What follows belongs to an exercise in optimizing a design on an open flow for small area, a short achievable clock period and few clock cycles per item; a production flow would make more cautious choices.
At most, simulation tests tie the RTL to the original design; equivalence was not proved.
The RTL of run 2 was laid out without a check of its function.
Power is estimated from default activity; no workload was simulated.

==> flow/design.v, too long to show whole: its modules and the start of the top module <==
// module fpm: 1352 lines
// module fpm_fa: 4 lines
module fpm(
  input clk,
  input rst,
  input [31:0] number_in,
  input number_a_valid,
  output number_a_ready,
  input number_b_valid,
  output number_b_ready,
  output [31:0] number_out,
  output result_valid
);
  // ...
==> flow/flow/run.sh <==
#!/bin/bash
set -euo pipefail
bash standard.sh SETUP_SLACK_MARGIN=5.5 BUFFER_PORTS_ARGS=-buffer_cell\ sky130_fd_sc_hd__buf_1 CTS_ARGS=-sink_clustering_enable\ -repair_clock_nets\ -dont_use_dummy_load\ -buf_list\ sky130_fd_sc_hd__clkbuf_16\ -sink_clustering_size\ 30\ -sink_clustering_max_diameter\ 70 finish > standard.log 2>&1
==> flow/standard.sh <==
#!/bin/bash
# synth_recipe.tcl (not shown) runs the flow's synth.tcl, then flattens the netlist and writes it again
# the make line also repeats each setting of config.mk as NAME=value (left out here)
make -C /OpenROAD-flow-scripts/flow DESIGN_CONFIG=/design/flow/config.mk WORK_HOME=/design/flow/orfs CLKGATE_MAP_FILE= SYNTH_SCRIPT=/design/flow/synth_recipe.tcl "${@:-finish}"
==> flow/config.mk <==
export PLATFORM = sky130hd
export DESIGN_NAME = fpm
export DESIGN_NICKNAME = fpm
export VERILOG_FILES = /design/flow/design.v
export SDC_FILE = /design/flow/constraint.sdc
export NUM_CORES = 4
export LEC_CHECK = 0
export CAP_MARGIN = 20
export CORE_MARGIN = 2
export CORE_UTILIZATION = 40
export SETUP_SLACK_MARGIN = 5
export SLEW_MARGIN = 20
export SYNTH_HIERARCHICAL = 1
==> flow/constraint.sdc <==
create_clock -name core_clock -period 9.0 [get_ports {clk}]
set_input_delay 1.8000 -clock core_clock [delete_from_list [all_inputs] [get_ports {clk}]]
set_output_delay 1.8000 -clock core_clock [all_outputs]
set_load 0.01 [all_outputs]
==> qor.yml, run 1 <==
die_w_microns: 224
insertion_delay_ns: 0.56
clkPwrFrac_pct: 9.1
status: "no timing/DRC/antenna violations"
syn2layout_area_growth_pct: 12.3
yosysWarnings: 7
dieHeight_microns: 224
final_common_cell: "nand2_1"
setup.worst_path.start: "mm[6]$_DFF_P_"
num-nonclk-inverters: 88
worstHoldStart: "s2_s$_DFFE_PN_"
hpwl_mm: 36.2
synth_top_family_by_area: "adder cells"
ys_ff_latch: 255
r2r-start: "mm[6]$_DFF_P_"
whs_endpoint: "out[31]$_DFF_P_"
overflow: 0
maxUsedRoutingLayer: "met4"
cts_setup_buffers: 63
post-route-min-period_ns: 3.40
combPwrFrac_pct: 68.5
drt-wirelength-per-cell_microns: 20.3
p_total_mw: 9.33
tapCellCount: 615
max_stage_delay_ns: 0.58
drive_above_1_share_pct: 11.6
Testbench counts, summed over its fixed seeds: cycles 6,440, items 3,200.
==> inputs of run 2 (changes only) <==
--- a/flow/design.v
+++ b/flow/design.v
@@ -416,23 +416,23 @@
   fpm_fa u_t348 (.a(t76), .b(t77), .c(t78), .s(t348), .co(t349));
   wire t350, t351;
   fpm_fa u_t350 (.a(t79), .b(t80), .c(t81), .s(t350), .co(t351));
   wire t352, t353;
   fpm_fa u_t352 (.a(t82), .b(t83), .c(t84), .s(t352), .co(t353));
   wire t354, t355;
   fpm_fa u_t354 (.a(t85), .b(t86), .c(1'b1), .s(t354), .co(t355));
   wire t356, t357;
-  fpm_fa u_t356 (.a(t89), .b(t90), .c(t91), .s(t356), .co(t357));
+  fpm_fa u_t356 (.a(t100), .b(t101), .c(t89), .s(t356), .co(t357));
   wire t358, t359;
-  fpm_fa u_t358 (.a(t92), .b(t93), .c(t94), .s(t358), .co(t359));
+  fpm_fa u_t358 (.a(t90), .b(t91), .c(t92), .s(t358), .co(t359));
   wire t360, t361;
-  fpm_fa u_t360 (.a(t95), .b(t96), .c(t97), .s(t360), .co(t361));
+  fpm_fa u_t360 (.a(t93), .b(t94), .c(t95), .s(t360), .co(t361));
   wire t362, t363;
-  fpm_fa u_t362 (.a(t98), .b(t99), .c(t100), .s(t362), .co(t363));
+  fpm_fa u_t362 (.a(t96), .b(t97), .c(t98), .s(t362), .co(t363));
   wire t364, t365;
   fpm_fa u_t364 (.a(t102), .b(t103), .c(t104), .s(t364), .co(t365));
   wire t366, t367;
   fpm_fa u_t366 (.a(t105), .b(t106), .c(t107), .s(t366), .co(t367));
   wire t368, t369;
   fpm_fa u_t368 (.a(t108), .b(t109), .c(t110), .s(t368), .co(t369));
   wire t370, t371;
   fpm_fa u_t370 (.a(t111), .b(t112), .c(t113), .s(t370), .co(t371));
@@ -552,187 +552,187 @@
   fpm_fa u_t484 (.a(t29), .b(t30), .c(1'b1), .s(t484), .co(t485));
   wire t486, t487;
   fpm_fa u_t486 (.a(t34), .b(t35), .c(t36), .s(t486), .co(t487));
   wire t488, t489;
   fpm_fa u_t488 (.a(t37), .b(t38), .c(t39), .s(t488), .co(t489));
   wire t490, t491;
   fpm_fa u_t490 (.a(t40), .b(t41), .c(1'b1), .s(t490), .co(t491));
   wire t492, t493;
-  fpm_fa u_t492 (.a(t336), .b(t45), .c(t46), .s(t492), .co(t493));
+  fpm_fa u_t492 (.a(t45), .b(t46), .c(t47), .s(t492), .co(t493));
   wire t494, t495;
-  fpm_fa u_t494 (.a(t47), .b(t48), .c(t49), .s(t494), .co(t495));
+  fpm_fa u_t494 (.a(t48), .b(t49), .c(t50), .s(t494), .co(t495));
   wire t496, t497;
-  fpm_fa u_t496 (.a(t50), .b(t51), .c(t52), .s(t496), .co(t497));
+  fpm_fa u_t496 (.a(t51), .b(t52), .c(t336), .s(t496), .co(t497));
   wire t498, t499;
-  fpm_fa u_t498 (.a(t337), .b(t338), .c(t340), .s(t498), .co(t499));
+  fpm_fa u_t498 (.a(t58), .b(t59), .c(t60), .s(t498), .co(t499));
   wire t500, t501;
-  fpm_fa u_t500 (.a(t58), .b(t59), .c(t60), .s(t500), .co(t501));
+  fpm_fa u_t500 (.a(t61), .b(t62), .c(t63), .s(t500), .co(t501));
   wire t502, t503;
-  fpm_fa u_t502 (.a(t61), .b(t62), .c(t63), .s(t502), .co(t503));
+  fpm_fa u_t502 (.a(t337), .b(t338), .c(t340), .s(t502), .co(t503));
   wire t504, t505;
-  fpm_fa u_t504 (.a(t339), .b(t341), .c(t342), .s(t504), .co(t505));
+  fpm_fa u_t504 (.a(t72), .b(t73), .c(t74), .s(t504), .co(t505));
   wire t506, t507;
-  fpm_fa u_t506 (.a(t344), .b(t346), .c(t72), .s(t506), .co(t507));
+  fpm_fa u_t506 (.a(t75), .b(t339), .c(t341), .s(t506), .co(t507));
   wire t508, t509;
-  fpm_fa u_t508 (.a(t73), .b(t74), .c(t75), .s(t508), .co(t509));
+  fpm_fa u_t508 (.a(t342), .b(t344), .c(t346), .s(t508), .co(t509));
   wire t510, t511;
-  fpm_fa u_t510 (.a(t343), .b(t345), .c(t347), .s(t510), .co(t511));
+  fpm_fa u_t510 (.a(t87), .b(t88), .c(t343), .s(t510), .co(t511));
   wire t512, t513;
-  fpm_fa u_t512 (.a(t348), .b(t350), .c(t352), .s(t512), .co(t513));
+  fpm_fa u_t512 (.a(t345), .b(t347), .c(t348), .s(t512), .co(t513));
   wire t514, t515;
-  fpm_fa u_t514 (.a(t354), .b(t87), .c(t88), .s(t514), .co(t515));
+  fpm_fa u_t514 (.a(t350), .b(t352), .c(t354), .s(t514), .co(t515));
   wire t516, t517;
-  fpm_fa u_t516 (.a(t349), .b(t351), .c(t353), .s(t516), .co(t517));
+  fpm_fa u_t516 (.a(t99), .b(t349), .c(t351), .s(t516), .co(t517));
   wire t518, t519;
-  fpm_fa u_t518 (.a(t355), .b(t356), .c(t358), .s(t518), .co(t519));
+  fpm_fa u_t518 (.a(t353), .b(t355), .c(t356), .s(t518), .co(t519));
   wire t520, t521;
-  fpm_fa u_t520 (.a(t360), .b(t362), .c(t101), .s(t520), .co(t521));
+  fpm_fa u_t520 (.a(t358), .b(t360), .c(t362), .s(t520), .co(t521));
   wire t522, t523;
-  fpm_fa u_t522 (.a(t357), .b(t359), .c(t361), .s(t522), .co(t523));
+  fpm_fa u_t522 (.a(t114), .b(t357), .c(t359), .s(t522), .co(t523));
   wire t524, t525;
-  fpm_fa u_t524 (.a(t363), .b(t364), .c(t366), .s(t524), .co(t525));
+  fpm_fa u_t524 (.a(t361), .b(t363), .c(t364), .s(t524), .co(t525));
   wire t526, t527;
-  fpm_fa u_t526 (.a(t368), .b(t370), .c(t114), .s(t526), .co(t527));
+  fpm_fa u_t526 (.a(t366), .b(t368), .c(t370), .s(t526), .co(t527));
   wire t528, t529;
-  fpm_fa u_t528 (.a(t365), .b(t367), .c(t369), .s(t528), .co(t529));
+  fpm_fa u_t528 (.a(t127), .b(t365), .c(t367), .s(t528), .co(t529));
   wire t530, t531;
-  fpm_fa u_t530 (.a(t371), .b(t372), .c(t374), .s(t530), .co(t531));
+  fpm_fa u_t530 (.a(t369), .b(t371), .c(t372), .s(t530), .co(t531));
   wire t532, t533;
-  fpm_fa u_t532 (.a(t376), .b(t378), .c(t127), .s(t532), .co(t533));
+  fpm_fa u_t532 (.a(t374), .b(t376), .c(t378), .s(t532), .co(t533));
   wire t534, t535;
-  fpm_fa u_t534 (.a(t373), .b(t375), .c(t377), .s(t534), .co(t535));
+  fpm_fa u_t534 (.a(t140), .b(t373), .c(t375), .s(t534), .co(t535));
   wire t536, t537;
-  fpm_fa u_t536 (.a(t379), .b(t380), .c(t382), .s(t536), .co(t537));
+  fpm_fa u_t536 (.a(t377), .b(t379), .c(t380), .s(t536), .co(t537));
   wire t538, t539;
-  fpm_fa u_t538 (.a(t384), .b(t386), .c(t140), .s(t538), .co(t539));
+  fpm_fa u_t538 (.a(t382), .b(t384), .c(t386), .s(t538), .co(t539));
   wire t540, t541;
-  fpm_fa u_t540 (.a(t381), .b(t383), .c(t385), .s(t540), .co(t541));
+  fpm_fa u_t540 (.a(t153), .b(t381), .c(t383), .s(t540), .co(t541));
   wire t542, t543;
-  fpm_fa u_t542 (.a(t387), .b(t388), .c(t390), .s(t542), .co(t543));
+  fpm_fa u_t542 (.a(t385), .b(t387), .c(t388), .s(t542), .co(t543));
   wire t544, t545;
-  fpm_fa u_t544 (.a(t392), .b(t394), .c(t153), .s(t544), .co(t545));
+  fpm_fa u_t544 (.a(t390), .b(t392), .c(t394), .s(t544), .co(t545));
   wire t546, t547;
-  fpm_fa u_t546 (.a(t389), .b(t391), .c(t393), .s(t546), .co(t547));
+  fpm_fa u_t546 (.a(t166), .b(t389), .c(t391), .s(t546), .co(t547));
   wire t548, t549;
-  fpm_fa u_t548 (.a(t395), .b(t396), .c(t398), .s(t548), .co(t549));
+  fpm_fa u_t548 (.a(t393), .b(t395), .c(t396), .s(t548), .co(t549));
   wire t550, t551;
-  fpm_fa u_t550 (.a(t400), .b(t402), .c(t166), .s(t550), .co(t551));
+  fpm_fa u_t550 (.a(t398), .b(t400), .c(t402), .s(t550), .co(t551));
   wire t552, t553;
-  fpm_fa u_t552 (.a(t397), .b(t399), .c(t401), .s(t552), .co(t553));
+  fpm_fa u_t552 (.a(t179), .b(t397), .c(t399), .s(t552), .co(t553));
   wire t554, t555;
-  fpm_fa u_t554 (.a(t403), .b(t404), .c(t406), .s(t554), .co(t555));
+  fpm_fa u_t554 (.a(t401), .b(t403), .c(t404), .s(t554), .co(t555));
   wire t556, t557;
-  fpm_fa u_t556 (.a(t408), .b(t410), .c(t179), .s(t556), .co(t557));
+  fpm_fa u_t556 (.a(t406), .b(t408), .c(t410), .s(t556), .co(t557));
   wire t558, t559;
-  fpm_fa u_t558 (.a(t405), .b(t407), .c(t409), .s(t558), .co(t559));
+  fpm_fa u_t558 (.a(t192), .b(t405), .c(t407), .s(t558), .co(t559));
   wire t560, t561;
-  fpm_fa u_t560 (.a(t411), .b(t412), .c(t414), .s(t560), .co(t561));
+  fpm_fa u_t560 (.a(t409), .b(t411), .c(t412), .s(t560), .co(t561));
   wire t562, t563;
-  fpm_fa u_t562 (.a(t416), .b(t418), .c(t192), .s(t562), .co(t563));
+  fpm_fa u_t562 (.a(t414), .b(t416), .c(t418), .s(t562), .co(t563));
   wire t564, t565;
-  fpm_fa u_t564 (.a(t413), .b(t415), .c(t417), .s(t564), .co(t565));
+  fpm_fa u_t564 (.a(t205), .b(t413), .c(t415), .s(t564), .co(t565));
   wire t566, t567;
-  fpm_fa u_t566 (.a(t419), .b(t420), .c(t422), .s(t566), .co(t567));
+  fpm_fa u_t566 (.a(t417), .b(t419), .c(t420), .s(t566), .co(t567));
   wire t568, t569;
-  fpm_fa u_t568 (.a(t424), .b(t426), .c(t205), .s(t568), .co(t569));
+  fpm_fa u_t568 (.a(t422), .b(t424), .c(t426), .s(t568), .co(t569));
   wire t570, t571;
-  fpm_fa u_t570 (.a(t421), .b(t423), .c(t425), .s(t570), .co(t571));
+  fpm_fa u_t570 (.a(t218), .b(t421), .c(t423), .s(t570), .co(t571));
   wire t572, t573;
-  fpm_fa u_t572 (.a(t427), .b(t428), .c(t430), .s(t572), .co(t573));
+  fpm_fa u_t572 (.a(t425), .b(t427), .c(t428), .s(t572), .co(t573));
   wire t574, t575;
-  fpm_fa u_t574 (.a(t432), .b(t434), .c(t218), .s(t574), .co(t575));
+  fpm_fa u_t574 (.a(t430), .b(t432), .c(t434), .s(t574), .co(t575));
   wire t576, t577;
-  fpm_fa u_t576 (.a(t429), .b(t431), .c(t433), .s(t576), .co(t577));
+  fpm_fa u_t576 (.a(t231), .b(t429), .c(t431), .s(t576), .co(t577));
   wire t578, t579;
-  fpm_fa u_t578 (.a(t435), .b(t436), .c(t438), .s(t578), .co(t579));
+  fpm_fa u_t578 (.a(t433), .b(t435), .c(t436), .s(t578), .co(t579));
   wire t580, t581;
-  fpm_fa u_t580 (.a(t440), .b(t442), .c(t231), .s(t580), .co(t581));
+  fpm_fa u_t580 (.a(t438), .b(t440), .c(t442), .s(t580), .co(t581));
   wire t582, t583;
-  fpm_fa u_t582 (.a(t437), .b(t439), .c(t441), .s(t582), .co(t583));
+  fpm_fa u_t582 (.a(t244), .b(t437), .c(t439), .s(t582), .co(t583));
   wire t584, t585;
-  fpm_fa u_t584 (.a(t443), .b(t444), .c(t446), .s(t584), .co(t585));
+  fpm_fa u_t584 (.a(t441), .b(t443), .c(t444), .s(t584), .co(t585));
   wire t586, t587;
-  fpm_fa u_t586 (.a(t448), .b(t450), .c(t244), .s(t586), .co(t587));
+  fpm_fa u_t586 (.a(t446), .b(t448), .c(t450), .s(t586), .co(t587));
   wire t588, t589;
-  fpm_fa u_t588 (.a(t445), .b(t447), .c(t449), .s(t588), .co(t589));
+  fpm_fa u_t588 (.a(t257), .b(t445), .c(t447), .s(t588), .co(t589));
   wire t590, t591;
-  fpm_fa u_t590 (.a(t451), .b(t452), .c(t454), .s(t590), .co(t591));
+  fpm_fa u_t590 (.a(t449), .b(t451), .c(t452), .s(t590), .co(t591));
   wire t592, t593;
-  fpm_fa u_t592 (.a(t456), .b(t458), .c(t257), .s(t592), .co(t593));
+  fpm_fa u_t592 (.a(t454), .b(t456), .c(t458), .s(t592), .co(t593));
   wire t594, t595;
-  fpm_fa u_t594 (.a(t453), .b(t455), .c(t457), .s(t594), .co(t595));
+  fpm_fa u_t594 (.a(t269), .b(t453), .c(t455), .s(t594), .co(t595));
   wire t596, t597;
-  fpm_fa u_t596 (.a(t459), .b(t460), .c(t462), .s(t596), .co(t597));
+  fpm_fa u_t596 (.a(t457), .b(t459), .c(t460), .s(t596), .co(t597));
   wire t598, t599;
-  fpm_fa u_t598 (.a(t464), .b(t466), .c(t269), .s(t598), .co(t599));
+  fpm_fa u_t598 (.a(t462), .b(t464), .c(t466), .s(t598), .co(t599));
   wire t600, t601;
-  fpm_fa u_t600 (.a(t461), .b(t463), .c(t465), .s(t600), .co(t601));
+  fpm_fa u_t600 (.a(t279), .b(t280), .c(t461), .s(t600), .co(t601));
   wire t602, t603;
-  fpm_fa u_t602 (.a(t467), .b(t468), .c(t470), .s(t602), .co(t603));
+  fpm_fa u_t602 (.a(t463), .b(t465), .c(t467), .s(t602), .co(t603));
   wire t604, t605;
-  fpm_fa u_t604 (.a(t472), .b(t279), .c(t280), .s(t604), .co(t605));
+  fpm_fa u_t604 (.a(t468), .b(t470), .c(t472), .s(t604), .co(t605));
   wire t606, t607;
-  fpm_fa u_t606 (.a(t469), .b(t471), .c(t473), .s(t606), .co(t607));
+  fpm_fa u_t606 (.a(t287), .b(t288), .c(t289), .s(t606), .co(t607));
   wire t608, t609;
-  fpm_fa u_t608 (.a(t474), .b(t476), .c(t287), .s(t608), .co(t609));
+  fpm_fa u_t608 (.a(t290), .b(t469), .c(t471), .s(t608), .co(t609));
   wire t610, t611;
-  fpm_fa u_t610 (.a(t288), .b(t289), .c(t290), .s(t610), .co(t611));
+  fpm_fa u_t610 (.a(t473), .b(t474), .c(t476), .s(t610), .co(t611));
   wire t612, t613;
-  fpm_fa u_t612 (.a(t475), .b(t477), .c(t478), .s(t612), .co(t613));
+  fpm_fa u_t612 (.a(t294), .b(t295), .c(t296), .s(t612), .co(t613));
   wire t614, t615;
-  fpm_fa u_t614 (.a(t294), .b(t295), .c(t296), .s(t614), .co(t615));
+  fpm_fa u_t614 (.a(t297), .b(t298), .c(t299), .s(t614), .co(t615));
   wire t616, t617;
-  fpm_fa u_t616 (.a(t297), .b(t298), .c(t299), .s(t616), .co(t617));
+  fpm_fa u_t616 (.a(t475), .b(t477), .c(t478), .s(t616), .co(t617));
   wire t618, t619;
-  fpm_fa u_t618 (.a(t479), .b(t300), .c(t301), .s(t618), .co(t619));
+  fpm_fa u_t618 (.a(t300), .b(t301), .c(t302), .s(t618), .co(t619));
   wire t620, t621;
-  fpm_fa u_t620 (.a(t302), .b(t303), .c(t304), .s(t620), .co(t621));
+  fpm_fa u_t620 (.a(t303), .b(t304), .c(t305), .s(t620), .co(t621));
   wire t622, t623;
-  fpm_fa u_t622 (.a(t305), .b(t306), .c(t307), .s(t622), .co(t623));
+  fpm_fa u_t622 (.a(t306), .b(t307), .c(t479), .s(t622), .co(t623));
   wire t624, t625;
   fpm_fa u_t624 (.a(t308), .b(t309), .c(t310), .s(t624), .co(t625));
   wire t626, t627;
   fpm_fa u_t626 (.a(t311), .b(t312), .c(t313), .s(t626), .co(t627));
   wire t628, t629;
   fpm_fa u_t628 (.a(t315), .b(t316), .c(t317), .s(t628), .co(t629));
   wire t630, t631;
-  fpm_fa u_t630 (.a(t8), .b(t9), .c(1'b1), .s(t630), .co(t631));
+  fpm_fa u_t630 (.a(t10), .b(t11), .c(1'b1), .s(t630), .co(t631));
   wire t632, t633;
   fpm_fa u_t632 (.a(t13), .b(t14), .c(t15), .s(t632), .co(t633));
   wire t634, t635;
   fpm_fa u_t634 (.a(t16), .b(t17), .c(1'b1), .s(t634), .co(t635));
   wire t636, t637;
-  fpm_fa u_t636 (.a(t480), .b(t21), .c(t22), .s(t636), .co(t637));
+  fpm_fa u_t636 (.a(t21), .b(t22), .c(t23), .s(t636), .co(t637));
   wire t638, t639;
-  fpm_fa u_t638 (.a(t23), .b(t24), .c(t25), .s(t638), .co(t639));
+  fpm_fa u_t638 (.a(t24), .b(t25), .c(t480), .s(t638), .co(t639));
   wire t640, t641;
-  fpm_fa u_t640 (.a(t481), .b(t482), .c(t484), .s(t640), .co(t641));
+  fpm_fa u_t640 (.a(t31), .b(t32), .c(t33), .s(t640), .co(t641));
   wire t642, t643;
-  fpm_fa u_t642 (.a(t31), .b(t32), .c(t33), .s(t642), .co(t643));
+  fpm_fa u_t642 (.a(t481), .b(t482), .c(t484), .s(t642), .co(t643));
   wire t644, t645;
-  fpm_fa u_t644 (.a(t483), .b(t485), .c(t486), .s(t644), .co(t645));
+  fpm_fa u_t644 (.a(t42), .b(t483), .c(t485), .s(t644), .co(t645));
   wire t646, t647;
-  fpm_fa u_t646 (.a(t488), .b(t490), .c(t42), .s(t646), .co(t647));
+  fpm_fa u_t646 (.a(t486), .b(t488), .c(t490), .s(t646), .co(t647));
   wire t648, t649;
   fpm_fa u_t648 (.a(t487), .b(t489), .c(t491), .s(t648), .co(t649));
   wire t650, t651;
   fpm_fa u_t650 (.a(t492), .b(t494), .c(t496), .s(t650), .co(t651));
   wire t652, t653;
-  fpm_fa u_t652 (.a(t493), .b(t495), .c(t497), .s(t652), .co(t653));
+  fpm_fa u_t652 (.a(t493), .b(t495), .c(t498), .s(t652), .co(t653));
   wire t654, t655;
-  fpm_fa u_t654 (.a(t498), .b(t500), .c(t502), .s(t654), .co(t655));
+  fpm_fa u_t654 (.a(t500), .b(t497), .c(t502), .s(t654), .co(t655));
   wire t656, t657;
-  fpm_fa u_t656 (.a(t499), .b(t501), .c(t503), .s(t656), .co(t657));
+  fpm_fa u_t656 (.a(t499), .b(t501), .c(t504), .s(t656), .co(t657));
   wire t658, t659;
-  fpm_fa u_t658 (.a(t504), .b(t506), .c(t508), .s(t658), .co(t659));
+  fpm_fa u_t658 (.a(t503), .b(t506), .c(t508), .s(t658), .co(t659));
   wire t660, t661;
-  fpm_fa u_t660 (.a(t505), .b(t507), .c(t509), .s(t660), .co(t661));
+  fpm_fa u_t660 (.a(t505), .b(t507), .c(t510), .s(t660), .co(t661));
   wire t662, t663;
-  fpm_fa u_t662 (.a(t510), .b(t512), .c(t514), .s(t662), .co(t663));
+  fpm_fa u_t662 (.a(t509), .b(t512), .c(t514), .s(t662), .co(t663));
   wire t664, t665;
   fpm_fa u_t664 (.a(t511), .b(t513), .c(t515), .s(t664), .co(t665));
   wire t666, t667;
   fpm_fa u_t666 (.a(t516), .b(t518), .c(t520), .s(t666), .co(t667));
   wire t668, t669;
   fpm_fa u_t668 (.a(t517), .b(t519), .c(t521), .s(t668), .co(t669));
   wire t670, t671;
   fpm_fa u_t670 (.a(t522), .b(t524), .c(t526), .s(t670), .co(t671));
@@ -780,65 +780,65 @@
   fpm_fa u_t712 (.a(t583), .b(t585), .c(t587), .s(t712), .co(t713));
   wire t714, t715;
   fpm_fa u_t714 (.a(t588), .b(t590), .c(t592), .s(t714), .co(t715));
   wire t716, t717;
   fpm_fa u_t716 (.a(t589), .b(t591), .c(t593), .s(t716), .co(t717));
   wire t718, t719;
   fpm_fa u_t718 (.a(t594), .b(t596), .c(t598), .s(t718), .co(t719));
   wire t720, t721;
-  fpm_fa u_t720 (.a(t595), .b(t597), .c(t599), .s(t720), .co(t721));
+  fpm_fa u_t720 (.a(t595), .b(t597), .c(t600), .s(t720), .co(t721));
   wire t722, t723;
-  fpm_fa u_t722 (.a(t600), .b(t602), .c(t604), .s(t722), .co(t723));
+  fpm_fa u_t722 (.a(t599), .b(t602), .c(t604), .s(t722), .co(t723));
   wire t724, t725;
-  fpm_fa u_t724 (.a(t601), .b(t603), .c(t605), .s(t724), .co(t725));
+  fpm_fa u_t724 (.a(t606), .b(t601), .c(t603), .s(t724), .co(t725));
   wire t726, t727;
-  fpm_fa u_t726 (.a(t606), .b(t608), .c(t610), .s(t726), .co(t727));
+  fpm_fa u_t726 (.a(t605), .b(t608), .c(t610), .s(t726), .co(t727));
   wire t728, t729;
-  fpm_fa u_t728 (.a(t607), .b(t609), .c(t611), .s(t728), .co(t729));
+  fpm_fa u_t728 (.a(t607), .b(t612), .c(t614), .s(t728), .co(t729));
   wire t730, t731;
-  fpm_fa u_t730 (.a(t612), .b(t614), .c(t616), .s(t730), .co(t731));
+  fpm_fa u_t730 (.a(t609), .b(t611), .c(t616), .s(t730), .co(t731));
   wire t732, t733;
-  fpm_fa u_t732 (.a(t613), .b(t615), .c(t617), .s(t732), .co(t733));
+  fpm_fa u_t732 (.a(t613), .b(t615), .c(t618), .s(t732), .co(t733));
   wire t734, t735;
-  fpm_fa u_t734 (.a(t618), .b(t620), .c(t622), .s(t734), .co(t735));
+  fpm_fa u_t734 (.a(t620), .b(t617), .c(t622), .s(t734), .co(t735));
   wire t736, t737;
-  fpm_fa u_t736 (.a(t619), .b(t621), .c(t623), .s(t736), .co(t737));
+  fpm_fa u_t736 (.a(t314), .b(t619), .c(t621), .s(t736), .co(t737));
   wire t738, t739;
-  fpm_fa u_t738 (.a(t624), .b(t626), .c(t314), .s(t738), .co(t739));
+  fpm_fa u_t738 (.a(t624), .b(t626), .c(t623), .s(t738), .co(t739));
   wire t740, t741;
-  fpm_fa u_t740 (.a(t625), .b(t627), .c(t628), .s(t740), .co(t741));
+  fpm_fa u_t740 (.a(t318), .b(t319), .c(t320), .s(t740), .co(t741));
   wire t742, t743;
-  fpm_fa u_t742 (.a(t318), .b(t319), .c(t320), .s(t742), .co(t743));
+  fpm_fa u_t742 (.a(t625), .b(t627), .c(t628), .s(t742), .co(t743));
   wire t744, t745;
-  fpm_fa u_t744 (.a(t629), .b(t321), .c(t322), .s(t744), .co(t745));
+  fpm_fa u_t744 (.a(t321), .b(t322), .c(t323), .s(t744), .co(t745));
   wire t746, t747;
-  fpm_fa u_t746 (.a(t323), .b(t324), .c(t325), .s(t746), .co(t747));
+  fpm_fa u_t746 (.a(t324), .b(t325), .c(t629), .s(t746), .co(t747));
   wire t748, t749;
   fpm_fa u_t748 (.a(t326), .b(t327), .c(t328), .s(t748), .co(t749));
   wire t750, t751;
   fpm_fa u_t750 (.a(t4), .b(t5), .c(1'b1), .s(t750), .co(t751));
   wire t752, t753;
-  fpm_fa u_t752 (.a(t630), .b(t10), .c(t11), .s(t752), .co(t753));
+  fpm_fa u_t752 (.a(t12), .b(t8), .c(t9), .s(t752), .co(t753));
   wire t754, t755;
-  fpm_fa u_t754 (.a(t631), .b(t632), .c(t634), .s(t754), .co(t755));
+  fpm_fa u_t754 (.a(t18), .b(t631), .c(t632), .s(t754), .co(t755));
   wire t756, t757;
   fpm_fa u_t756 (.a(t633), .b(t635), .c(t636), .s(t756), .co(t757));
   wire t758, t759;
-  fpm_fa u_t758 (.a(t637), .b(t639), .c(t640), .s(t758), .co(t759));
+  fpm_fa u_t758 (.a(t637), .b(t640), .c(t639), .s(t758), .co(t759));
   wire t760, t761;
   fpm_fa u_t760 (.a(t641), .b(t643), .c(t644), .s(t760), .co(t761));
   wire t762, t763;
   fpm_fa u_t762 (.a(t645), .b(t647), .c(t648), .s(t762), .co(t763));
   wire t764, t765;
-  fpm_fa u_t764 (.a(t649), .b(t651), .c(t652), .s(t764), .co(t765));
+  fpm_fa u_t764 (.a(t649), .b(t652), .c(t651), .s(t764), .co(t765));
   wire t766, t767;
-  fpm_fa u_t766 (.a(t653), .b(t655), .c(t656), .s(t766), .co(t767));
+  fpm_fa u_t766 (.a(t653), .b(t656), .c(t655), .s(t766), .co(t767));
   wire t768, t769;
-  fpm_fa u_t768 (.a(t657), .b(t659), .c(t660), .s(t768), .co(t769));
+  fpm_fa u_t768 (.a(t657), .b(t660), .c(t659), .s(t768), .co(t769));
   wire t770, t771;
   fpm_fa u_t770 (.a(t661), .b(t663), .c(t664), .s(t770), .co(t771));
   wire t772, t773;
   fpm_fa u_t772 (.a(t665), .b(t667), .c(t668), .s(t772), .co(t773));
   wire t774, t775;
   fpm_fa u_t774 (.a(t669), .b(t671), .c(t672), .s(t774), .co(t775));
   wire t776, t777;
   fpm_fa u_t776 (.a(t673), .b(t675), .c(t676), .s(t776), .co(t777));
@@ -860,103 +860,103 @@
   fpm_fa u_t792 (.a(t705), .b(t707), .c(t708), .s(t792), .co(t793));
   wire t794, t795;
   fpm_fa u_t794 (.a(t709), .b(t711), .c(t712), .s(t794), .co(t795));
   wire t796, t797;
   fpm_fa u_t796 (.a(t713), .b(t715), .c(t716), .s(t796), .co(t797));
   wire t798, t799;
   fpm_fa u_t798 (.a(t717), .b(t719), .c(t720), .s(t798), .co(t799));
   wire t800, t801;
-  fpm_fa u_t800 (.a(t721), .b(t723), .c(t724), .s(t800), .co(t801));
+  fpm_fa u_t800 (.a(t721), .b(t724), .c(t723), .s(t800), .co(t801));
   wire t802, t803;
-  fpm_fa u_t802 (.a(t725), .b(t727), .c(t728), .s(t802), .co(t803));
+  fpm_fa u_t802 (.a(t728), .b(t725), .c(t727), .s(t802), .co(t803));
   wire t804, t805;
-  fpm_fa u_t804 (.a(t729), .b(t731), .c(t732), .s(t804), .co(t805));
+  fpm_fa u_t804 (.a(t729), .b(t732), .c(t731), .s(t804), .co(t805));
   wire t806, t807;
-  fpm_fa u_t806 (.a(t733), .b(t735), .c(t736), .s(t806), .co(t807));
+  fpm_fa u_t806 (.a(t733), .b(t736), .c(t738), .s(t806), .co(t807));
   wire t808, t809;
-  fpm_fa u_t808 (.a(t737), .b(t739), .c(t740), .s(t808), .co(t809));
+  fpm_fa u_t808 (.a(t740), .b(t737), .c(t742), .s(t808), .co(t809));
   wire t810, t811;
-  fpm_fa u_t810 (.a(t741), .b(t743), .c(t744), .s(t810), .co(t811));
+  fpm_fa u_t810 (.a(t741), .b(t744), .c(t743), .s(t810), .co(t811));
   wire t812, t813;
-  fpm_fa u_t812 (.a(t745), .b(t747), .c(t748), .s(t812), .co(t813));
+  fpm_fa u_t812 (.a(t329), .b(t745), .c(t748), .s(t812), .co(t813));
   wire t814, t815;
-  fpm_fa u_t814 (.a(t749), .b(t330), .c(t331), .s(t814), .co(t815));
+  fpm_fa u_t814 (.a(t330), .b(t331), .c(t332), .s(t814), .co(t815));
   wire t816, t817;
   fpm_fa u_t816 (.a(t1), .b(t2), .c(1'b1), .s(t816), .co(t817));
   wire t818, t819;
-  fpm_fa u_t818 (.a(t750), .b(t6), .c(t7), .s(t818), .co(t819));
+  fpm_fa u_t818 (.a(t6), .b(t7), .c(t750), .s(t818), .co(t819));
   wire t820, t821;
-  fpm_fa u_t820 (.a(t751), .b(t752), .c(t12), .s(t820), .co(t821));
+  fpm_fa u_t820 (.a(t751), .b(t630), .c(t752), .s(t820), .co(t821));
   wire t822, t823;
-  fpm_fa u_t822 (.a(t753), .b(t754), .c(t18), .s(t822), .co(t823));
+  fpm_fa u_t822 (.a(t753), .b(t634), .c(t754), .s(t822), .co(t823));
   wire t824, t825;
-  fpm_fa u_t824 (.a(t755), .b(t756), .c(t638), .s(t824), .co(t825));
+  fpm_fa u_t824 (.a(t755), .b(t638), .c(t756), .s(t824), .co(t825));
   wire t826, t827;
-  fpm_fa u_t826 (.a(t757), .b(t758), .c(t642), .s(t826), .co(t827));
+  fpm_fa u_t826 (.a(t757), .b(t642), .c(t758), .s(t826), .co(t827));
   wire t828, t829;
-  fpm_fa u_t828 (.a(t759), .b(t760), .c(t646), .s(t828), .co(t829));
+  fpm_fa u_t828 (.a(t646), .b(t759), .c(t760), .s(t828), .co(t829));
   wire t830, t831;
-  fpm_fa u_t830 (.a(t761), .b(t762), .c(t650), .s(t830), .co(t831));
+  fpm_fa u_t830 (.a(t761), .b(t650), .c(t762), .s(t830), .co(t831));
   wire t832, t833;
-  fpm_fa u_t832 (.a(t763), .b(t764), .c(t654), .s(t832), .co(t833));
+  fpm_fa u_t832 (.a(t763), .b(t654), .c(t764), .s(t832), .co(t833));
   wire t834, t835;
-  fpm_fa u_t834 (.a(t765), .b(t766), .c(t658), .s(t834), .co(t835));
+  fpm_fa u_t834 (.a(t658), .b(t765), .c(t766), .s(t834), .co(t835));
   wire t836, t837;
-  fpm_fa u_t836 (.a(t767), .b(t768), .c(t662), .s(t836), .co(t837));
+  fpm_fa u_t836 (.a(t662), .b(t767), .c(t768), .s(t836), .co(t837));
   wire t838, t839;
-  fpm_fa u_t838 (.a(t769), .b(t770), .c(t666), .s(t838), .co(t839));
+  fpm_fa u_t838 (.a(t666), .b(t769), .c(t770), .s(t838), .co(t839));
   wire t840, t841;
-  fpm_fa u_t840 (.a(t771), .b(t772), .c(t670), .s(t840), .co(t841));
+  fpm_fa u_t840 (.a(t670), .b(t771), .c(t772), .s(t840), .co(t841));
   wire t842, t843;
-  fpm_fa u_t842 (.a(t773), .b(t774), .c(t674), .s(t842), .co(t843));
+  fpm_fa u_t842 (.a(t674), .b(t773), .c(t774), .s(t842), .co(t843));
   wire t844, t845;
-  fpm_fa u_t844 (.a(t775), .b(t776), .c(t678), .s(t844), .co(t845));
+  fpm_fa u_t844 (.a(t678), .b(t775), .c(t776), .s(t844), .co(t845));
   wire t846, t847;
-  fpm_fa u_t846 (.a(t777), .b(t778), .c(t682), .s(t846), .co(t847));
+  fpm_fa u_t846 (.a(t682), .b(t777), .c(t778), .s(t846), .co(t847));
   wire t848, t849;
-  fpm_fa u_t848 (.a(t779), .b(t780), .c(t686), .s(t848), .co(t849));
+  fpm_fa u_t848 (.a(t686), .b(t779), .c(t780), .s(t848), .co(t849));
   wire t850, t851;
-  fpm_fa u_t850 (.a(t781), .b(t782), .c(t690), .s(t850), .co(t851));
+  fpm_fa u_t850 (.a(t690), .b(t781), .c(t782), .s(t850), .co(t851));
   wire t852, t853;
-  fpm_fa u_t852 (.a(t783), .b(t784), .c(t694), .s(t852), .co(t853));
+  fpm_fa u_t852 (.a(t694), .b(t783), .c(t784), .s(t852), .co(t853));
   wire t854, t855;
-  fpm_fa u_t854 (.a(t785), .b(t786), .c(t698), .s(t854), .co(t855));
+  fpm_fa u_t854 (.a(t698), .b(t785), .c(t786), .s(t854), .co(t855));
   wire t856, t857;
-  fpm_fa u_t856 (.a(t787), .b(t788), .c(t702), .s(t856), .co(t857));
+  fpm_fa u_t856 (.a(t702), .b(t787), .c(t788), .s(t856), .co(t857));
   wire t858, t859;
-  fpm_fa u_t858 (.a(t789), .b(t790), .c(t706), .s(t858), .co(t859));
+  fpm_fa u_t858 (.a(t706), .b(t789), .c(t790), .s(t858), .co(t859));
   wire t860, t861;
-  fpm_fa u_t860 (.a(t791), .b(t792), .c(t710), .s(t860), .co(t861));
+  fpm_fa u_t860 (.a(t710), .b(t791), .c(t792), .s(t860), .co(t861));
   wire t862, t863;
-  fpm_fa u_t862 (.a(t793), .b(t794), .c(t714), .s(t862), .co(t863));
+  fpm_fa u_t862 (.a(t714), .b(t793), .c(t794), .s(t862), .co(t863));
   wire t864, t865;
-  fpm_fa u_t864 (.a(t795), .b(t796), .c(t718), .s(t864), .co(t865));
+  fpm_fa u_t864 (.a(t718), .b(t795), .c(t796), .s(t864), .co(t865));
   wire t866, t867;
-  fpm_fa u_t866 (.a(t797), .b(t798), .c(t722), .s(t866), .co(t867));
+  fpm_fa u_t866 (.a(t722), .b(t797), .c(t798), .s(t866), .co(t867));
   wire t868, t869;
-  fpm_fa u_t868 (.a(t799), .b(t800), .c(t726), .s(t868), .co(t869));
+  fpm_fa u_t868 (.a(t726), .b(t799), .c(t800), .s(t868), .co(t869));
   wire t870, t871;
-  fpm_fa u_t870 (.a(t801), .b(t802), .c(t730), .s(t870), .co(t871));
+  fpm_fa u_t870 (.a(t730), .b(t801), .c(t802), .s(t870), .co(t871));
   wire t872, t873;
-  fpm_fa u_t872 (.a(t803), .b(t804), .c(t734), .s(t872), .co(t873));
+  fpm_fa u_t872 (.a(t734), .b(t803), .c(t804), .s(t872), .co(t873));
   wire t874, t875;
-  fpm_fa u_t874 (.a(t805), .b(t806), .c(t738), .s(t874), .co(t875));
+  fpm_fa u_t874 (.a(t735), .b(t806), .c(t805), .s(t874), .co(t875));
   wire t876, t877;
-  fpm_fa u_t876 (.a(t807), .b(t808), .c(t742), .s(t876), .co(t877));
+  fpm_fa u_t876 (.a(t739), .b(t808), .c(t807), .s(t876), .co(t877));
   wire t878, t879;
-  fpm_fa u_t878 (.a(t809), .b(t810), .c(t746), .s(t878), .co(t879));
+  fpm_fa u_t878 (.a(t746), .b(t809), .c(t810), .s(t878), .co(t879));
   wire t880, t881;
-  fpm_fa u_t880 (.a(t811), .b(t812), .c(t329), .s(t880), .co(t881));
+  fpm_fa u_t880 (.a(t747), .b(t812), .c(t811), .s(t880), .co(t881));
   wire t882, t883;
-  fpm_fa u_t882 (.a(t813), .b(t814), .c(t332), .s(t882), .co(t883));
+  fpm_fa u_t882 (.a(t749), .b(t814), .c(t813), .s(t882), .co(t883));
   wire t884, t885;
-  fpm_fa u_t884 (.a(t815), .b(t333), .c(t334), .s(t884), .co(t885));
-  assign tree_sn = {1'b1, t885, t883, t881, t879, t877, t875, t873, t871, t869, t867, t865, t863, t861, t859, t857, t855, t853, t851, t849, t847, t845, t843, t841, t839, t837, t835, t833, t831, t829, t827, t825, t823, t821, t819, t817, t816};
-  assign tree_cn = {1'b1, t335, t884, t882, t880, t878, t876, t874, t872, t870, t868, t866, t864, t862, t860, t858, t856, t854, t852, t850, t848, t846, t844, t842, t840, t838, t836, t834, t832, t830, t828, t826, t824, t822, t820, t818, t3};
+  fpm_fa u_t884 (.a(t333), .b(t334), .c(t815), .s(t884), .co(t885));
+  assign tree_sn = {1'b1, t335, t884, t882, t880, t878, t876, t873, t871, t869, t867, t865, t863, t861, t859, t857, t855, t853, t851, t849, t847, t845, t843, t841, t839, t837, t835, t833, t831, t829, t827, t825, t823, t821, t819, t817, t3};
+  assign tree_cn = {1'b1, t885, t883, t881, t879, t877, t875, t874, t872, t870, t868, t866, t864, t862, t860, t858, t856, t854, t852, t850, t848, t846, t844, t842, t840, t838, t836, t834, t832, t830, t828, t826, t824, t822, t820, t818, t816};
   wire [9:0] ex = {2'b00, ea | {7'd0, ~ha}} + {2'b00, eb | {7'd0, ~hb_e}} - 10'd126 - {5'd0, k};
   wire x_nan = a_nan | b_nan | (a_inf & b_zero) | (b_inf & a_zero);
   wire x_inf = (a_inf | b_inf) & ~x_nan;
   wire x_zero = (a_zero | b_zero) & ~x_nan & ~x_inf;
   wire [12:0] lo_a = ~tsn[12:0];
   wire [12:0] lo_b = ~tcn[12:0];
   wire [12:0] lo_p = lo_a ^ lo_b;
   wire [12:0] lo_g = lo_a & lo_b;
==> run 2 against run 1 <==
- still clean on timing, DRC and antenna
- cell area down 0.20%
- critical path depth increased by 1
- global-route usage grew 0.30 points
- largest power group unchanged
==> qor.yml, run 2 <==
fin_util_pct: 45.4
timing.fmax_mhz: 291
nets: 2344
yosysWarnings: 7  # unchanged
grt_start_max_net_pins: 53
row_count: 80
setup_viol: 0
fin_crit_sh_pct: 38.1
synth_top_area_share_pct: 30.4
cts-root-buf: "clkbuf_16"
antenna_found_initial: 0
post-route-min-period_ns: 3.43  # +0.0326 ns
grt_use_total_pct: 21.2
postCtsHoldBufs: 0
gp_congestion: 0.869
yosys_most_used_dff: "dfxtp_1"
cts_tree: "yes"
syn_area_per_cell_sq_um: 10.5
drive_above_1_share_pct: 11.6  # about the same
cp.arrival_ns: 3.83
r2r-start: "vx$_SDFF_PN0_"
cts_buffer_depth: 3
critPathLaunchType: "flip-flop"
max-slew-margin-rel_pct: 34.8
ys_seq_area_share_pct: 30.6
fin_ws_ns: 5.57
max_stage_delay_ns: 0.54  # -0.04 ns
diodes: 0
numCtsBuffers: 22
grt_pass1_vias: 14800
postRouteAntennaNets: 0
dp_slack_ns: 5.17
path_clk_slew_ns: 0.11
numPortBuffers: 70
setup_tns_ns: 0
grt_pass1_wl_mm: 82.7
synth_most_common_cell: "nand2_1"
drv_cap: 0
cp_cell_sequence: "buf_4, nor2_1, a21oi_1, fa_1, fa_1, fa_1, fa_1, fa_1"
overflow: 0  # unchanged
synthTopCellsByCount: "372 x nand2_1, 293 x fa_1, 175 x dfxtp_1"
synth_top_area_cell: "fa_1"
cp_top_family: "adder cells"
fillerInstances: 4449
syn_inst: 1830
synth_area_leaders: "fa_1 30%, dfxtp_1 18%, edfxtp_1 12%"
rsz0062_at_grt: "yes"
ys_types: 73
cp_max_fo: 12
die-area_sq_um: 50000
viasPerCell: 5.45
synth_edf_count: 80
crit_buf_inv: 1
die_w_microns: 224  # unchanged
totalWireLength_mm: 52.3
p_total_mw: 9.35  # +0.25%
tightest_slew_ns: 0.977
worst_path_most_repeated_cell: "fa_1"
hp-class: "flip-flop to flip-flop"
crit_path_top_delay_cell: "fa_1"
syn2layout_area_growth_pct: 12.1
leakage_nw: 8.26
setup.worst_path.start: "vx$_SDFF_PN0_"
ios: 71
cts.htree.levels: 1
drtIter0Drc: 1172
drt-wirelength-per-cell_microns: 20.5  # +1.0%
drc_errors: 0
core_area_sq_um: 47600
holdWs_ns: 0.368
required_ns: 9.39
worstHoldStart: "s2_s$_DFFE_PN_"
first_pass_iters: 6
final_common_cell: "nand2_1"
worstSetupPathType: "flip-flop to flip-flop"
fin_skew_ns: 0.0572
vdd_ir_drop_max_mv: 0.212
dieHeight_microns: 224  # unchanged
drv_slew: 0
insertion_delay_ns: 0.56  # about the same
async_reset_ff_share_pct: 0
reg_top3: "tcn x36, tsn x36"
vias: 13900
start_util_pct: 40.5
end_kind: "flip-flop"
cts_sinks: 255
regToRegSetupSlack_ns: 5.57
syn_area_sq_um: 19300
p_per_area_nw_per_um2: 433
most-common-layout-cells: "372 x nand2_1, 292 x fa_1, 173 x dfxtp_1, 105 x nor2_1, 86 x inv_1"
status: "no timing/DRC/antenna violations"
hold_viol: 0
hpwl_mm: 37.4  # +3.3%
ys_ff_latch: 255  # unchanged
## run 2: cell count changes in the layout (fill, tap and decap cells not counted), sizes merged
| cell | before | now |
|---|---|---|
| buf | 162 | 161 |
## run 2: timing repair
action,CTS,global route
endpoints found under the setup margin,59,32
pin swaps,2,11
gates cloned,0,1
buffers inserted,58,15
resized for setup,9,21
## run 2: stage by stage
stage,cell area [sq um],std cells
after floorplan,19300,1841
after global routing,21600,2549
final,21600,2549
after global placement,20100,2453
after CTS,21400,2533
after detailed placement,20100,2453
## run 2: worst paths after layout
check	end	cells after the start
worst max register to register	tcn[18]$_DFF_P_	8
worst min-delay path	out[31]$_DFF_P_	0
worst min register to register	out[31]$_DFF_P_	0
worst max-delay path	tcn[18]$_DFF_P_	8
## run 2: cells by family after synthesis
logic type | after synthesis | share of synthesized area, %
and+or+nand+nor | 675 | 15.8
adders and majority gates | 375 | 35.7
DFF | 255 | 30.6
AOI/OAI and AO/OA | 207 | 7.17
buffers and inverters | 179 | 3.64
xor gates and xnor gates | 76 | 3.45
muxes | 62 | 3.54
other | 1 | 0.0195
## run 2: area by class of cell
class	count	area, sq um	share of cell area, %
timing repair buffer	162	1260	5.81
multi-input combinational	1407	12800	59.2
tap	615	769	3.56
inverter	88	333	1.54
clock buffer	22	551	2.55
sequential	255	5910	27.4
## run 2: where the power goes
| group | total, mW | leakage (nW) | internal [mW] | switching [mW] |
|---|---|---|---|---|
| sequential | 2.08 | 2.24 | 1.73 | 0.354 |
| combinational | 6.42 | 5.75 | 2.93 | 3.49 |
| clock | 0.853 | 0.271 | 0.430 | 0.423 |
## run 2: Yosys stat by module, one instance, submodules excluded
module  cells inside  area, sq um
fpm             1555        13800
fpm_fa             1         20.0
## run 2: metal layers
layer / up-vias / GRT usage (%) / wire [microns]
li1: 6239 / - / -
met5: - / 0 / 0
met1: 6965 / 28.5 / 22500
met2: 544 / 34.9 / 24200
met3: 132 / 3.71 / 3700
met4: 0 / 7.27 / 1920

afterwards: timing with drivers on the ports:
The results above use ideal ports. As a check the final layouts listed here were re-extracted and re-timed, cells and wires unchanged.
Step 1 (the two cells are an assumption about what drives the block):
set clk [get_ports {clk}]
set_driving_cell -lib_cell sky130_fd_sc_hd__clkbuf_16 $clk
set_driving_cell -lib_cell sky130_fd_sc_hd__buf_2 [delete_from_list [all_inputs] $clk]
Step 2 moves the port delays by t, midway between the first and last clock arrival at a register: inputs arrive t later, outputs are due t later. That takes back most of the time a late clock gives input paths.
Slacks: ideal ports / drivers / drivers and shift; pairs: ideal ports / drivers.
| run | shift t [ns] | setup WS [ns] | clock arrival spread, ns | cell pins on the clock port's net |
|---|---|---|---|---|
| run 1 | 0.589 | 5.600 / 5.600 / 5.481 | 0.053 / 0.053 | 1 |
| run 2 | 0.584 | 5.567 / 5.567 / 5.503 | 0.059 / 0.059 | 1 |
After both steps setup and hold are still met in every run listed. The setup slack of run 1, which loses most, moves by 0.000 ns with the drivers and by -0.119 ns with both steps.
